What follows belongs to an exercise in optimizing a design on an open flow for small area, a short achievable clock period and few clock cycles; a production flow would make more cautious choices. RTL that was checked went through simulation tests only; none was proved equivalent to the original.

==> v20 <==
==> flow/design.v (excerpt) <==
module conv_top
  #(
    parameter integer C_S00_AXIS_TDATA_WIDTH = 32
  )
  (
    input wire CLK,
    input wire RESETN,
    output wire S_AXIS_TREADY,
    input wire [C_S00_AXIS_TDATA_WIDTH-1 : 0] S_AXIS_TDATA,
    input wire [(C_S00_AXIS_TDATA_WIDTH/8)-1 : 0] S_AXIS_TKEEP,
    input wire S_AXIS_TUSER,
    input wire S_AXIS_TLAST,
    input wire S_AXIS_TVALID,
    input wire M_AXIS_TREADY,
    output wire M_AXIS_TUSER,
    output wire [C_S00_AXIS_TDATA_WIDTH-1 : 0] M_AXIS_TDATA,
    output wire [(C_S00_AXIS_TDATA_WIDTH/8)-1 : 0] M_AXIS_TKEEP,
    output wire M_AXIS_TLAST,
    output wire M_AXIS_TVALID,
    input wire [31:0] PADDR,
    input wire PSEL,
    input wire PENABLE,
    input wire PWRITE,
    input wire [31:0] PWDATA,
    output wire PSLVERR,
    output wire PREADY,
    output wire [31:0] PRDATA,
    output wire [13:0] MEM_ADDR,
    output wire [31:0] MEM_WDATA,
    output wire MEM_EN,
    output wire MEM_WE,
    input wire [31:0] MEM_RDATA
  );
  assign PREADY  = 1'b1;
  assign PSLVERR = 1'b0;
  assign M_AXIS_TUSER = 1'b0;
  assign M_AXIS_TKEEP = 4'hF;
  wire       cmd_wr;
  wire [4:0] ic, oc;
  wire       fl8;
  wire       f_done, b_done, r_done, t_done;
  wire       prdata0;
  assign PRDATA = {31'd0, prdata0};
  conv_apb u_conv_apb (
    .clk(CLK), .rstn(RESETN),
    .paddr(PADDR[15:0]), .psel(PSEL), .penable(PENABLE), .pwrite(PWRITE), .pwdata(PWDATA),
    .prdata0(prdata0),
    .f_done(f_done), .b_done(b_done), .r_done(r_done), .t_done(t_done),
    .cmd_wr(cmd_wr), .ic(ic), .oc(oc), .fl8(fl8)
  );
  conv_module u_conv_module (
    .clk(CLK), .rstn(RESETN),
    .cmd_wr(cmd_wr), .cmd(PWDATA[2:0]), .ic(ic), .oc(oc), .fl8(fl8),
    .f_done(f_done), .b_done(b_done), .r_done(r_done), .t_done(t_done),
    .s_tready(S_AXIS_TREADY), .s_tdata(S_AXIS_TDATA), .s_tlast(S_AXIS_TLAST), .s_tvalid(S_AXIS_TVALID),
    .m_tdata(M_AXIS_TDATA), .m_tlast(M_AXIS_TLAST), .m_tvalid(M_AXIS_TVALID),
    .mem_addr(MEM_ADDR), .mem_wdata(MEM_WDATA), .mem_en(MEM_EN), .mem_we(MEM_WE), .mem_rdata(MEM_RDATA)
  );
endmodule
Settings: LEC_CHECK=0, CAP_MARGIN=20, CORE_MARGIN=2, CORE_UTILIZATION=40, SETUP_SLACK_MARGIN=5, SLEW_MARGIN=20; clock period 10.0 ns.
standard.sh (not shown) runs the stock make flow with config.mk's settings and CLKGATE_MAP_FILE= SYNTH_SCRIPT=/design/flow/synth_recipe.tcl, a recipe that flattens the netlist after the stock synthesis.
==> flow/flow/run.sh <==
#!/bin/bash
# The standard layout, with ORFS's timing repair aiming further below the
# fixed 10 ns clock (the clock and constraints are unchanged).
set -euo pipefail
bash standard.sh SETUP_SLACK_MARGIN=7.0 finish > flow_make.log 2>&1
==> v32: changes against v20 <==
--- a/flow/design.v
+++ b/flow/design.v
@@ -232,37 +232,33 @@
       nx0 = x2;    nx1 = x3;
       nx2 = d3q[0] ? sw[31:24] : sw[15:8];
       nx3 = (d3q == 2'd2) ? sw[23:16] : ((d3q == 2'd1 && fl8) ? mem_rdata[7:0] : 8'd0);
     end
     if (!d3a) begin nx0 = 8'd0; nx1 = 8'd0; nx2 = 8'd0; nx3 = 8'd0; end
   end
-  wire [22:0] ra0, rb0, rc0, rd0, ra1, rb1, rc1, rd1;
+  wire [22:0] ra0, rb0, rc0, ra1, rb1, rc1;
   csa3 u_m0 (.x0(x0), .x1(x1), .x2(x2), .w0(wt[7:0]), .w1(wt[15:8]), .w2(wt[23:16]),
-             .ra(ra0), .rb(rb0), .rc(rc0), .rd(rd0));
+             .ra(ra0), .rb(rb0), .rc(rc0));
   csa3 u_m1 (.x0(x1), .x1(x2), .x2(x3), .w0(wt[7:0]), .w1(wt[15:8]), .w2(wt[23:16]),
-             .ra(ra1), .rb(rb1), .rc(rc1), .rd(rd1));
-  reg  [14:0] sa0, sa1;
+             .ra(ra1), .rb(rb1), .rc(rc1));
+  reg  [16:0] sa0, sa1;
   reg  [15:0] sb0, sc0, sb1, sc1;
-  reg  [13:0] sd0, sd1;
-  wire [22:0] csa_ka = 23'h7E8000;
   reg  [22:0] p0a, p0b, p1a, p1b, p2a, p2b;
-  reg  [7:0]  mla, mlb;
+  reg  [11:0] mla, mlb;
   reg         mca, mcb;
-  reg  [14:0] mha, mhb, mka, mkb;
+  reg  [10:0] mha, mhb, mka, mkb;
   wire [22:0] bias64 = {{9{bias[7]}}, bias, 6'd0};
-  wire [22:0] fin_a  = {mha + mka + {14'd0, mca}, mla};
-  wire [22:0] fin_b  = {mhb + mkb + {14'd0, mcb}, mlb};
+  wire [22:0] fin_a  = {mha + mka + {10'd0, mca}, mla};
+  wire [22:0] fin_b  = {mhb + mkb + {10'd0, mcb}, mlb};
   wire [22:0] rin_a  = fl8 ? p1a : fin_a;
   wire [22:0] rin_b  = fl8 ? p1b : fin_b;
   wire [22:0] u1a, u2a, u1b, u2b;
-  csa5 u_acc_a (.p(p0a), .ra(csa_ka | {8'd0, sa0}), .rb({7'd0, sb0}), .rc({7'd0, sc0}),
-                .rd({8'd0, sd0, 1'b0}), .s1(u1a), .s2(u2a));
-  csa5 u_acc_b (.p(p0b), .ra(csa_ka | {8'd0, sa1}), .rb({7'd0, sb1}), .rc({7'd0, sc1}),
-                .rd({8'd0, sd1, 1'b0}), .s1(u1b), .s2(u2b));
-  wire [8:0]  lo_a = {1'b0, u1a[7:0]} + {1'b0, u2a[7:0]};
-  wire [8:0]  lo_b = {1'b0, u1b[7:0]} + {1'b0, u2b[7:0]};
+  csa4 u_acc_a (.p(p0a), .ra({6'h3F, sa0}), .rb({7'd0, sb0}), .rc({7'd0, sc0}), .s1(u1a), .s2(u2a));
+  csa4 u_acc_b (.p(p0b), .ra({6'h3F, sa1}), .rb({7'd0, sb1}), .rc({7'd0, sc1}), .s1(u1b), .s2(u2b));
+  wire [12:0] lo_a = {1'b0, u1a[11:0]} + {1'b0, u2a[11:0]};
+  wire [12:0] lo_b = {1'b0, u1b[11:0]} + {1'b0, u2b[11:0]};
   function [7:0] sat;
     input [22:0] v;
     begin
       if (v[22])              sat = 8'd0;
       else if (|v[21:13])     sat = 8'h7F;
       else                    sat = {1'b0, v[12:6]};
@@ -270,14 +266,14 @@
   endfunction
   always @(posedge clk) begin
     d1q <= q; d2q <= d1q; d3q <= d2q;
     d1f <= (sidx == 3'd0); d2f <= d1f; d3f <= d2f; d4f <= d3f;
     x0 <= nx0; x1 <= nx1; x2 <= nx2; x3 <= nx3;
     last2 <= last1;
-    sa0 <= ra0[14:0]; sb0 <= rb0[15:0]; sc0 <= rc0[15:0]; sd0 <= rd0[14:1];
-    sa1 <= ra1[14:0]; sb1 <= rb1[15:0]; sc1 <= rc1[15:0]; sd1 <= rd1[14:1];
+    sa0 <= ra0[16:0]; sb0 <= rb0[15:0]; sc0 <= rc0[15:0];
+    sa1 <= ra1[16:0]; sb1 <= rb1[15:0]; sc1 <= rc1[15:0];
     ic3 <= {1'b0, ic, 1'b0} + {2'b00, ic};
     case (op2)
       OP_A:    sw <= mem_rdata;
       OP_W:    begin wt <= mem_rdata[23:0]; bias <= mem_rdata[31:24]; end
       OP_B:    sw <= mem_rdata;
       OP_BW:   {bias, wt} <= mem_rdata;
@@ -288,14 +284,14 @@
       default: ;
     endcase
     p0a <= d4f ? bias64 : rin_a;
     p0b <= d4f ? bias64 : rin_b;
     p1a <= p2a; p1b <= p2b;
     p2a <= fin_a; p2b <= fin_b;
-    mla <= lo_a[7:0]; mca <= lo_a[8]; mha <= u1a[22:8]; mka <= u2a[22:8];
-    mlb <= lo_b[7:0]; mcb <= lo_b[8]; mhb <= u1b[22:8]; mkb <= u2b[22:8];
+    mla <= lo_a[11:0]; mca <= lo_a[12]; mha <= u1a[22:12]; mka <= u2a[22:12];
+    mlb <= lo_b[11:0]; mcb <= lo_b[12]; mhb <= u1b[22:12]; mkb <= u2b[22:12];
     if (d4a && d4f) begin
       if (fl8) rs <= {sat(rin_b), sat(rin_a), rs[63:16]};
       else     rs[31:0] <= {sat(rin_b), sat(rin_a), rs[31:16]};
     end
     if (ph == P_COMP && fl8 && (drain ? (dc == 3'd4) : (sidx == 3'd3 && q == 2'd0)))
       rs[31:0] <= rs[63:32];
@@ -414,26 +410,24 @@
         end
       end
       default: ;
     endcase
   end
 endmodule
-module csa5 (
-  input  wire [22:0] p, ra, rb, rc, rd,
+module csa4 (
+  input  wire [22:0] p, ra, rb, rc,
   output wire [22:0] s1, s2
 );
   wire [22:0] t1 = p ^ ra ^ rb;
   wire [22:0] c1 = {(p[21:0] & ra[21:0]) | (p[21:0] & rb[21:0]) | (ra[21:0] & rb[21:0]), 1'b0};
-  wire [22:0] t2 = t1 ^ rc ^ rd;
-  wire [22:0] c2 = {(t1[21:0] & rc[21:0]) | (t1[21:0] & rd[21:0]) | (rc[21:0] & rd[21:0]), 1'b0};
-  assign s1 = t2 ^ c1 ^ c2;
-  assign s2 = {(t2[21:0] & c1[21:0]) | (t2[21:0] & c2[21:0]) | (c1[21:0] & c2[21:0]), 1'b0};
+  assign s1 = t1 ^ rc ^ c1;
+  assign s2 = {(t1[21:0] & rc[21:0]) | (t1[21:0] & c1[21:0]) | (rc[21:0] & c1[21:0]), 1'b0};
 endmodule
 module csa3 (
   input  wire [7:0] x0, x1, x2, w0, w1, w2,
-  output wire [22:0] ra, rb, rc, rd
+  output wire [22:0] ra, rb, rc
 );
   wire t1, t2;
   assign {t2, t1} = (x0[0] & w0[6]) + (x0[1] & w0[5]) + (x0[2] & w0[4]);
   wire t3, t4;
   assign {t4, t3} = {~(x0[0] & w0[7])} + (x0[1] & w0[6]) + (x0[2] & w0[5]);
   wire t5, t6;
@@ -711,16 +705,45 @@
   wire t277, t278;
   assign {t278, t277} = t223 + t225 + t227;
   wire t279, t280;
   assign {t280, t279} = (x0[7] & w0[7]) + (x1[7] & w1[7]) + (x2[7] & w2[7]);
   wire t281, t282;
   assign {t282, t281} = t224 + t226 + t228;
-  assign ra = {1'b1, 1'b1, 1'b1, 1'b1, 1'b1, 1'b1, 1'b0, 1'b1, t276, t272, t268, t264, t260, t256, t252, t248, t244, t240, t236, t232, t161, (x1[1] & w1[0]), (x0[0] & w0[0])};
-  assign rb = {1'b0, 1'b0, 1'b0, 1'b0, 1'b0, 1'b0, 1'b0, t280, t278, t274, t270, t266, t262, t258, t254, t250, t246, t242, t238, t234, t230, (x2[0] & w2[1]), (x1[0] & w1[0])};
-  assign rc = {1'b0, 1'b0, 1'b0, 1'b0, 1'b0, 1'b0, 1'b0, t282, t279, t275, t271, t267, t263, t259, t255, t251, t247, t243, t239, t235, t231, (x2[1] & w2[0]), (x2[0] & w2[0])};
-  assign rd = {1'b0, 1'b0, 1'b0, 1'b0, 1'b0, 1'b0, 1'b0, 1'b0, t281, t277, t273, t269, t265, t261, t257, t253, t249, t245, t241, t237, t233, t229, 1'b0};
+  wire t283, t284;
+  assign {t284, t283} = (x1[1] & w1[0]) + (x2[0] & w2[1]);
+  wire t285, t286;
+  assign {t286, t285} = t161 + t230 + t231;
+  wire t287, t288;
+  assign {t288, t287} = t232 + t234 + t235;
+  wire t289, t290;
+  assign {t290, t289} = t236 + t238 + t239;
+  wire t291, t292;
+  assign {t292, t291} = t240 + t242 + t243;
+  wire t293, t294;
+  assign {t294, t293} = t244 + t246 + t247;
+  wire t295, t296;
+  assign {t296, t295} = t248 + t250 + t251;
+  wire t297, t298;
+  assign {t298, t297} = t252 + t254 + t255;
+  wire t299, t300;
+  assign {t300, t299} = t256 + t258 + t259;
+  wire t301, t302;
+  assign {t302, t301} = t260 + t262 + t263;
+  wire t303, t304;
+  assign {t304, t303} = t264 + t266 + t267;
+  wire t305, t306;
+  assign {t306, t305} = t268 + t270 + t271;
+  wire t307, t308;
+  assign {t308, t307} = t272 + t274 + t275;
+  wire t309, t310;
+  assign {t310, t309} = t276 + t278 + t279;
+  wire t311, t312;
+  assign {t312, t311} = 1'b1 + t280;
+  assign ra = {1'b1, 1'b1, 1'b1, 1'b1, 1'b1, 1'b1, t312, t282, t281, t277, t273, t269, t265, t261, t257, t253, t249, t245, t241, t237, t233, (x2[1] & w2[0]), (x0[0] & w0[0])};
+  assign rb = {1'b0, 1'b0, 1'b0, 1'b0, 1'b0, 1'b0, 1'b0, t310, t308, t306, t304, t302, t300, t298, t296, t294, t292, t290, t288, t286, t284, t229, (x1[0] & w1[0])};
+  assign rc = {1'b0, 1'b0, 1'b0, 1'b0, 1'b0, 1'b0, 1'b0, t311, t309, t307, t305, t303, t301, t299, t297, t295, t293, t291, t289, t287, t285, t283, (x2[0] & w2[0])};
 endmodule
 module conv_apb (
   input  wire        clk,
   input  wire        rstn,
   input  wire [15:0] paddr,
   input  wire        psel,
==> flow/flow/run.sh (replaced) <==
#!/bin/bash
# The standard layout, with ORFS's timing repair aiming further below the
# fixed 10 ns clock (the clock and constraints are unchanged).
set -euo pipefail
bash standard.sh SETUP_SLACK_MARGIN=6.5 finish > flow_make.log 2>&1
Settings changed: PLACE_DENSITY set to 0.75.
==> v33: changes against v20 <==
--- a/flow/design.v
+++ b/flow/design.v
@@ -115,26 +115,23 @@
   reg  [1:0]  kr, q;
   reg  [2:0]  sidx;
   reg  [9:0]  wbase;
   reg  [5:0]  wi3;          
   reg  [8:0]  rptr;
   reg         have_res, dummy;
-  reg         drain;        
-  reg  [2:0]  dc;
   reg         q_end, kl_r, il_r, rl_r, r0_r, ol_r;
   reg  [6:0]  ic3;         
   wire        wr_step  = have_res & ((sidx == 3'd2) | (fl8 & (sidx == 3'd3)));
   wire [1:0]  qlast    = (fl8 | (have_res & (sidx == 3'd2))) ? 2'd3 : 2'd1;
   wire        r_last   = (r == (fl8 ? 3'd7 : 3'd3));
   wire [2:0]  y        = r + {1'b0, kr} - 3'd1;
   wire [7:0]  fa0      = fl8 ? {i, y, 1'b0} : {2'b00, i, y[1:0]};
   wire [7:0]  fa1      = {i, y, 1'b1};
   wire [9:0]  waddr    = wbase + {4'd0, wi3} + {8'd0, kr};
   wire        wch_end  = ({1'b0, wi3} == ic3 - 7'd1);
-  wire        dr_wr    = drain & ((dc == 3'd3) | (fl8 & (dc == 3'd4)));
-  wire        fin      = drain & (dc == (fl8 ? 3'd4 : 3'd3));
+  wire        fin      = q_end & dummy & (sidx == (fl8 ? 3'd3 : 3'd2));
   reg  [2:0]  op1, op2;
   reg         last1, last2;
   reg         d1a, d2a, d3a, d4a;
   reg  [1:0]  d1q, d2q, d3q;
   reg         d1f, d2f, d3f, d4f;
   wire        wl_wr    = take | ((nrep == 2'd3) & (bst == 2'd0));
@@ -156,13 +153,13 @@
       mem_en <= 1'b0;
       mem_we <= 1'b0;
       op1 <= OP_NONE;
       op2 <= op1;
       m_tvalid <= (op2 == OP_SEND);
       if (m_tvalid && m_tlast) t_done <= 1'b1;
-      d1a <= (ph == P_COMP) & ~drain & (fl8 | ~q[1]);
+      d1a <= (ph == P_COMP) & (fl8 | ~q[1]);
       d2a <= d1a; d3a <= d2a; d4a <= d3a;
       case (ph)
         P_FEAT, P_BIAS: begin
           if (take) begin
             mem_en <= 1'b1; mem_we <= 1'b1;
             if (s_tlast) begin
@@ -181,17 +178,13 @@
             mem_en <= 1'b1; mem_we <= 1'b1;
             s_tready <= (nrep_nx != 2'd3) & ~bst_nx & ~wlast_nx;
           end
           if (wl_go) ph <= P_COMP;
         end
         P_COMP: begin
-          if (drain) begin
-            if (dr_wr) begin
-              mem_en <= 1'b1; mem_we <= 1'b1;
-            end
-          end else if (q == 2'd0) begin
+          if (q == 2'd0) begin
             mem_en <= 1'b1; op1 <= OP_A;
           end else if (q == 2'd1) begin
             mem_en <= 1'b1; op1 <= OP_W;
           end else if (q == 2'd2 && fl8) begin
             mem_en <= 1'b1; op1 <= OP_B;
           end else if (wr_step && (fl8 || q == 2'd2)) begin
@@ -242,27 +235,27 @@
              .ra(ra1), .rb(rb1), .rc(rc1), .rd(rd1));
   reg  [14:0] sa0, sa1;
   reg  [15:0] sb0, sc0, sb1, sc1;
   reg  [13:0] sd0, sd1;
   wire [22:0] csa_ka = 23'h7E8000;
   reg  [22:0] p0a, p0b, p1a, p1b, p2a, p2b;
-  reg  [7:0]  mla, mlb;
+  reg  [11:0] mla, mlb;
   reg         mca, mcb;
-  reg  [14:0] mha, mhb, mka, mkb;
+  reg  [10:0] mha, mhb, mka, mkb;
   wire [22:0] bias64 = {{9{bias[7]}}, bias, 6'd0};
-  wire [22:0] fin_a  = {mha + mka + {14'd0, mca}, mla};
-  wire [22:0] fin_b  = {mhb + mkb + {14'd0, mcb}, mlb};
+  wire [22:0] fin_a  = {mha + mka + {10'd0, mca}, mla};
+  wire [22:0] fin_b  = {mhb + mkb + {10'd0, mcb}, mlb};
   wire [22:0] rin_a  = fl8 ? p1a : fin_a;
   wire [22:0] rin_b  = fl8 ? p1b : fin_b;
   wire [22:0] u1a, u2a, u1b, u2b;
   csa5 u_acc_a (.p(p0a), .ra(csa_ka | {8'd0, sa0}), .rb({7'd0, sb0}), .rc({7'd0, sc0}),
                 .rd({8'd0, sd0, 1'b0}), .s1(u1a), .s2(u2a));
   csa5 u_acc_b (.p(p0b), .ra(csa_ka | {8'd0, sa1}), .rb({7'd0, sb1}), .rc({7'd0, sc1}),
                 .rd({8'd0, sd1, 1'b0}), .s1(u1b), .s2(u2b));
-  wire [8:0]  lo_a = {1'b0, u1a[7:0]} + {1'b0, u2a[7:0]};
-  wire [8:0]  lo_b = {1'b0, u1b[7:0]} + {1'b0, u2b[7:0]};
+  wire [12:0] lo_a = {1'b0, u1a[11:0]} + {1'b0, u2a[11:0]};
+  wire [12:0] lo_b = {1'b0, u1b[11:0]} + {1'b0, u2b[11:0]};
   function [7:0] sat;
     input [22:0] v;
     begin
       if (v[22])              sat = 8'd0;
       else if (|v[21:13])     sat = 8'h7F;
       else                    sat = {1'b0, v[12:6]};
@@ -288,20 +281,19 @@
       default: ;
     endcase
     p0a <= d4f ? bias64 : rin_a;
     p0b <= d4f ? bias64 : rin_b;
     p1a <= p2a; p1b <= p2b;
     p2a <= fin_a; p2b <= fin_b;
-    mla <= lo_a[7:0]; mca <= lo_a[8]; mha <= u1a[22:8]; mka <= u2a[22:8];
-    mlb <= lo_b[7:0]; mcb <= lo_b[8]; mhb <= u1b[22:8]; mkb <= u2b[22:8];
+    mla <= lo_a[11:0]; mca <= lo_a[12]; mha <= u1a[22:12]; mka <= u2a[22:12];
+    mlb <= lo_b[11:0]; mcb <= lo_b[12]; mhb <= u1b[22:12]; mkb <= u2b[22:12];
     if (d4a && d4f) begin
       if (fl8) rs <= {sat(rin_b), sat(rin_a), rs[63:16]};
       else     rs[31:0] <= {sat(rin_b), sat(rin_a), rs[31:16]};
     end
-    if (ph == P_COMP && fl8 && (drain ? (dc == 3'd4) : (sidx == 3'd3 && q == 2'd0)))
-      rs[31:0] <= rs[63:32];
+    if (ph == P_COMP && fl8 && sidx == 3'd3 && q == 2'd0) rs[31:0] <= rs[63:32];
     q_end <= (ph == P_COMP) & ~q_end & ((q + 2'd1) == qlast);
     kl_r  <= (kr == (r_last ? 2'd1 : 2'd2));
     il_r  <= ({1'b0, i} == ic - 5'd1);
     rl_r  <= r_last;
     r0_r  <= (r == 3'd0);
     ol_r  <= ({1'b0, o} == oc - 5'd1);
@@ -350,34 +342,27 @@
             wi3 <= wi3 + 6'd1;
           end
         end
         if (wl_go) begin
           o <= 4'd0; r <= 3'd0; i <= 4'd0; kr <= 2'd1; q <= 2'd0; q_end <= 1'b0;
           sidx <= 3'd0; wbase <= 10'd0; wi3 <= 6'd0; rptr <= 9'd0;
-          have_res <= 1'b0; dummy <= 1'b0; drain <= 1'b0;
+          have_res <= 1'b0; dummy <= 1'b0;
         end
       end
-      P_COMP: if (drain) begin
-        dc <= dc + 3'd1;
-        if (dr_wr) begin
-          ma <= {3'b010, rptr[7:0]};
-          rptr <= rptr + 9'd1;
-        end
-      end else begin
+      P_COMP: begin
         if (q == 2'd0) ma <= {3'b000, fa0};
         else if (q == 2'd1) ma <= {1'b1, waddr};
         else if (q == 2'd2 && fl8) ma <= {3'b000, fa1};
         else begin
           ma <= {3'b010, rptr[7:0]};
           if (wr_step && (fl8 || q == 2'd2)) rptr <= rptr + 9'd1;
         end
         if (q_end) begin
           q <= 2'd0;
           if (dummy) begin
-            drain <= 1'b1;
-            dc <= 3'd0;
+            if (sidx != 3'd4) sidx <= sidx + 3'd1;
           end else if (!kl_r) begin
             kr <= kr + 2'd1;
             if (sidx != 3'd4) sidx <= sidx + 3'd1;
           end else if (!il_r) begin
             i <= i + 4'd1;
             wi3 <= wi3 + 6'd3;
==> flow/flow/run.sh (replaced) <==
#!/bin/bash
# The standard layout, with ORFS's timing repair aiming further below the
# fixed 10 ns clock (the clock and constraints are unchanged).
set -euo pipefail
bash standard.sh SETUP_SLACK_MARGIN=6.5 finish > flow_make.log 2>&1
==> v2: changes against v20 <==
==> flow/flow/run.sh (replaced) <==
#!/bin/bash
# The standard layout, with ORFS's timing repair aiming further below the
# fixed 10 ns clock (the clock and constraints are unchanged).
set -euo pipefail
bash standard.sh SETUP_SLACK_MARGIN=6.5 finish > flow_make.log 2>&1
==> notes <==
Die area is the same in v2 and v20. First-iteration DRC count: v32 is higher than v2 (19%). Routed wire length: v20 > v2 > v33 > v32. Global-route usage, lowest first: v32, v2, v20, v33. v2 passed the timing, DRC and antenna checks. v33 completed with no timing, DRC or antenna violations. v32 finished with timing, DRC and antenna clean. v20 completed with no timing, DRC or antenna violations. Count of clock-buffer cells in the layout: v33 is lower than v20 (8). Worst hold slack: v33 < v32 < v20 < v2. The highest sequential share of layout area belongs to v2, the lowest to v20. Utilization: v20 > v33 > v32 > v2. Synthesized cell count is the same in v2 and v20.
Testbench counts of v32, summed over its fixed seeds: cycles 10,530.
Only the layout flow was run in v20, v33 and v2; the RTL was not checked for function there.

[re-timing with driven ports]
How much do the figures lean on ideal ports? The routed layouts below were timed once more, with nothing changed but the port constraints.
Step 1: set_driving_cell puts a clkbuf_16 on CLK and a buf_2 on each other input, an assumption about the parent block.
Step 2, shift: input delay + t, output delay - t, t = (earliest + latest rising clock arrival at the registers) / 2. This alone moves slack from input paths to output paths.
Slacks: no drivers / after step 1 / after step 2; pairs: no drivers / after step 1.
| run | shift t [ns] | setup slack, ns | worst hold slack (ns) | worst data-port slew with drivers (ns) | pins driven straight from the clock port |
|---|---|---|---|---|---|
| v20 | 0.708 | 6.656 / 6.584 / 6.202 | 0.314 / 0.314 / 0.314 | 0.18 | 1 |
| v32 | 0.657 | 6.506 / 6.494 / 5.999 | 0.306 / 0.306 / 0.306 | 0.06 | 1 |
| v33 | 0.676 | 6.380 / 6.380 / 5.907 | 0.288 / 0.288 / 0.288 | 0.08 | 1 |
| v2 | 0.695 | 6.515 / 6.467 / 5.940 | 0.323 / 0.323 / 0.323 | 0.09 | 1 |
After both steps every run listed still meets setup and hold. The setup slack of v2, which loses most, moves by -0.048 ns with the drivers and by -0.575 ns with both steps.
